This design comes from an exercise in tuning for small area on the open sky130 flow, not from production work.
Only simulation tests tie the RTL to the original design; equivalence was not proved.

// mtx_arb
module mtx_arb #(
    parameter int N = 32
) (
    input wire clk,
    input wire rstn,
    input wire upd,
    input  wire [N-1:0] req,
    output wire [N-1:0] gnt
);
clock: 6.0 ns
lec_check: 0
cap_margin: 20
core_margin: 2
core_utilization: 35
gpl_timing_driven: 0
place_density: 0.45
slew_margin: 20
run.sh (not shown) runs the stock make flow with config.mk's settings and CLKGATE_MAP_FILE= SYNTH_SCRIPT=/design/flow/synth_recipe.tcl, a recipe that flattens the netlist after the stock synthesis.
Then changed:
Settings changed: CTS_BUF_LIST set to sky130_fd_sc_hd__clkbuf_4 sky130_fd_sc_hd__clkbuf_8, CTS_CLUSTER_SIZE set to 30, PLACE_DENSITY 0.45 to unset, SETUP_SLACK_MARGIN set to 0.1.
The new run ran to the end with no violations.
Cell count came out higher by 0.89%.
Hold slack degrades by 0.032 ns.
Wire length came out lower by 6.1%.
Global-route usage fell by 1.9 points.
Critical path depth went up by 1.
Count of clock-buffer cells in the layout rose by 26.
Final area decreases by 0.35%.
Then changed:
Settings changed: CTS_BUF_LIST sky130_fd_sc_hd__clkbuf_4 sky130_fd_sc_hd__clkbuf_8 to unset, CTS_CLUSTER_SIZE 30 to unset, GPL_TIMING_DRIVEN 0 to unset, SETUP_SLACK_MARGIN 0.1 to unset.
What happened: Via count is about the same. Non-clock buffer count went up by 155. Count of clock-buffer cells in the layout is lower by 30. Final area rose by 5.7%. Maximum frequency shrinks by 0.33%. Routed wire length drops by 9.3%. First-iteration DRC count falls by 23%. Critical path depth goes up by 3. Sequential cell count is unchanged.

========
The RTL this note starts from:
==> flow/design.v <==
module mtx_arb #(
    parameter int N = 32
) (
    input wire clk,
    input wire rstn,
    input wire upd,
    input  wire [N-1:0] req,
    output wire [N-1:0] gnt
);
    localparam int W  = 5;    
    localparam int S  = 8;    
    localparam int G  = 4;    
    reg  [W-1:0] rank [N];
    reg  [S-1:0] bhd  [N];    
    wire [N-1:0] gw;          
    wire [G-1:0] gany;        
    wire [W-1:0] wr [G];      
    wire [G-1:0] gwin;        
    wire [W-1:0] gr;          
    wire [N-1:0] mv;
    genvar k, b, g, h;
    generate
        for (k = 0; k < N; ++k) begin : gen_gw
            localparam int KG = k / S;
            localparam int KS = k % S;
            wire [S-1:0] ahd;
            for (b = 0; b < S; ++b) begin : gen_a
                if (b > KS) begin : g_hi
                    assign ahd[b] = bhd[k][b];
                end else if (b < KS) begin : g_lo
                    assign ahd[b] = ~bhd[KG*S+b][KS];
                end else begin : g_dg
                    assign ahd[b] = 1'b0;
                end
            end
            assign gw[k] = req[k] & ~(|(req[KG*S +: S] & ahd));
        end
        for (g = 0; g < G; ++g) begin : gen_grp
            assign gany[g] = |req[g*S +: S];
            for (b = 0; b < W; ++b) begin : gen_wr
                wire [S-1:0] t;
                for (k = 0; k < S; ++k) begin : gen_t
                    assign t[k] = gw[g*S+k] & rank[g*S+k][b];
                end
                assign wr[g][b] = |t;
            end
        end
        for (g = 0; g < G; ++g) begin : gen_win
            wire [G-1:0] beats;
            for (h = 0; h < G; ++h) begin : gen_h
                if (h == g) begin : g_same
                    assign beats[h] = gany[g];
                end else begin : g_other
                    wire [W:0] cy;
                    assign cy[0] = 1'b0;
                    for (b = 0; b < W; ++b) begin : gen_cmp
                        assign cy[b+1] = (wr[h][b] & ~wr[g][b]) | (wr[h][b] & cy[b]) | (~wr[g][b] & cy[b]);
                    end
                    assign beats[h] = ~gany[h] | cy[W];
                end
            end
            assign gwin[g] = &beats;
        end
        for (b = 0; b < W; ++b) begin : gen_gr
            wire [G-1:0] t;
            for (g = 0; g < G; ++g) begin : gen_t
                assign t[g] = gwin[g] & wr[g][b];
            end
            assign gr[b] = |t;
        end
        for (k = 0; k < N; ++k) begin : gen_gnt
            assign gnt[k] = gw[k] & gwin[k/S];
            assign mv[k]  = upd & gnt[k];
        end
    endgenerate
    wire step = upd & (|req);
    generate
        for (k = 0; k < N; ++k) begin : gen_rank
            wire [W:0] cy;
            assign cy[0] = 1'b0;
            for (b = 0; b < W; ++b) begin : gen_cmp
                assign cy[b+1] = (rank[k][b] & ~gr[b]) | (rank[k][b] & cy[b]) | (~gr[b] & cy[b]);
            end
            wire dec = step & cy[W];
            wire [W:0] bw;
            wire [W-1:0] nxt;
            assign bw[0] = dec;
            for (b = 0; b < W; ++b) begin : gen_b
                assign bw[b+1] = bw[b] & ~rank[k][b];
                assign nxt[b] = mv[k] | (rank[k][b] ^ bw[b]);
            end
            always @(posedge clk or negedge rstn) begin
                if (~rstn) rank[k] <= W'(k);
                else rank[k] <= nxt;
            end
            for (b = k % S + 1; b < S; ++b) begin : gen_m
                always @(posedge clk or negedge rstn) begin
                    if (~rstn) bhd[k][b] <= 1'b0;
                    else bhd[k][b] <= mv[k] | (bhd[k][b] & ~mv[(k/S)*S+b]);
                end
            end
        end
    endgenerate
endmodule
Settings: LEC_CHECK=0, CAP_MARGIN=20, CORE_MARGIN=2, CORE_UTILIZATION=35, CTS_BUF_LIST=sky130_fd_sc_hd__clkbuf_8 sky130_fd_sc_hd__clkbuf_16, GPL_TIMING_DRIVEN=0, SLEW_MARGIN=20; clock period 6.0 ns.
The starting point finished clean.
Change:
Settings changed: CTS_BUF_LIST sky130_fd_sc_hd__clkbuf_8 sky130_fd_sc_hd__clkbuf_16 to default.
=> Via count rises by 0.46%; utilization is unchanged; non-clock buffer count is unchanged.

## separate check: timing with driven ports
The flow's constraints put no driver on any port. The routed layouts listed below were extracted and timed again, unchanged, in two steps. Step 1, drivers: a clkbuf_16 drives clk and a buf_2 each remaining input, both assumed. Step 2 moves the port delays by t, midway between the first and last clock arrival at a register: inputs arrive t later, outputs are due t later. That takes back most of the time a late clock gives input paths. a / b / c = ideal ports / drivers / drivers and shift; a / b = the first two.
run | t (ns) | setup WS [ns] | hold slack, ns | worst register clock-pin slew, ns
the first run of note 1 | 0.608 | 0.072 / 0.053 / -0.377 | 0.504 / 0.504 / 0.504 | 0.06 / 0.06
the second run of note 1 | 0.678 | 0.180 / 0.157 / -0.456 | 0.472 / 0.482 / 0.500 | 0.07 / 0.07
the third run of note 1 | 0.635 | 0.160 / 0.136 / -0.384 | 0.494 / 0.494 / 0.494 | 0.07 / 0.07
the first run of note 2 | 0.597 | 0.091 / 0.072 / -0.430 | 0.498 / 0.498 / 0.498 | 0.07 / 0.07
the second run of note 2 | 0.598 | 0.093 / 0.074 / -0.432 | 0.499 / 0.499 / 0.499 | 0.07 / 0.07
With both steps, setup timing fails in every run listed, where it was met with ideal ports. For the second run of note 1, which loses most, drivers alone change the setup slack by -0.023 ns; drivers and shift together by -0.636 ns.
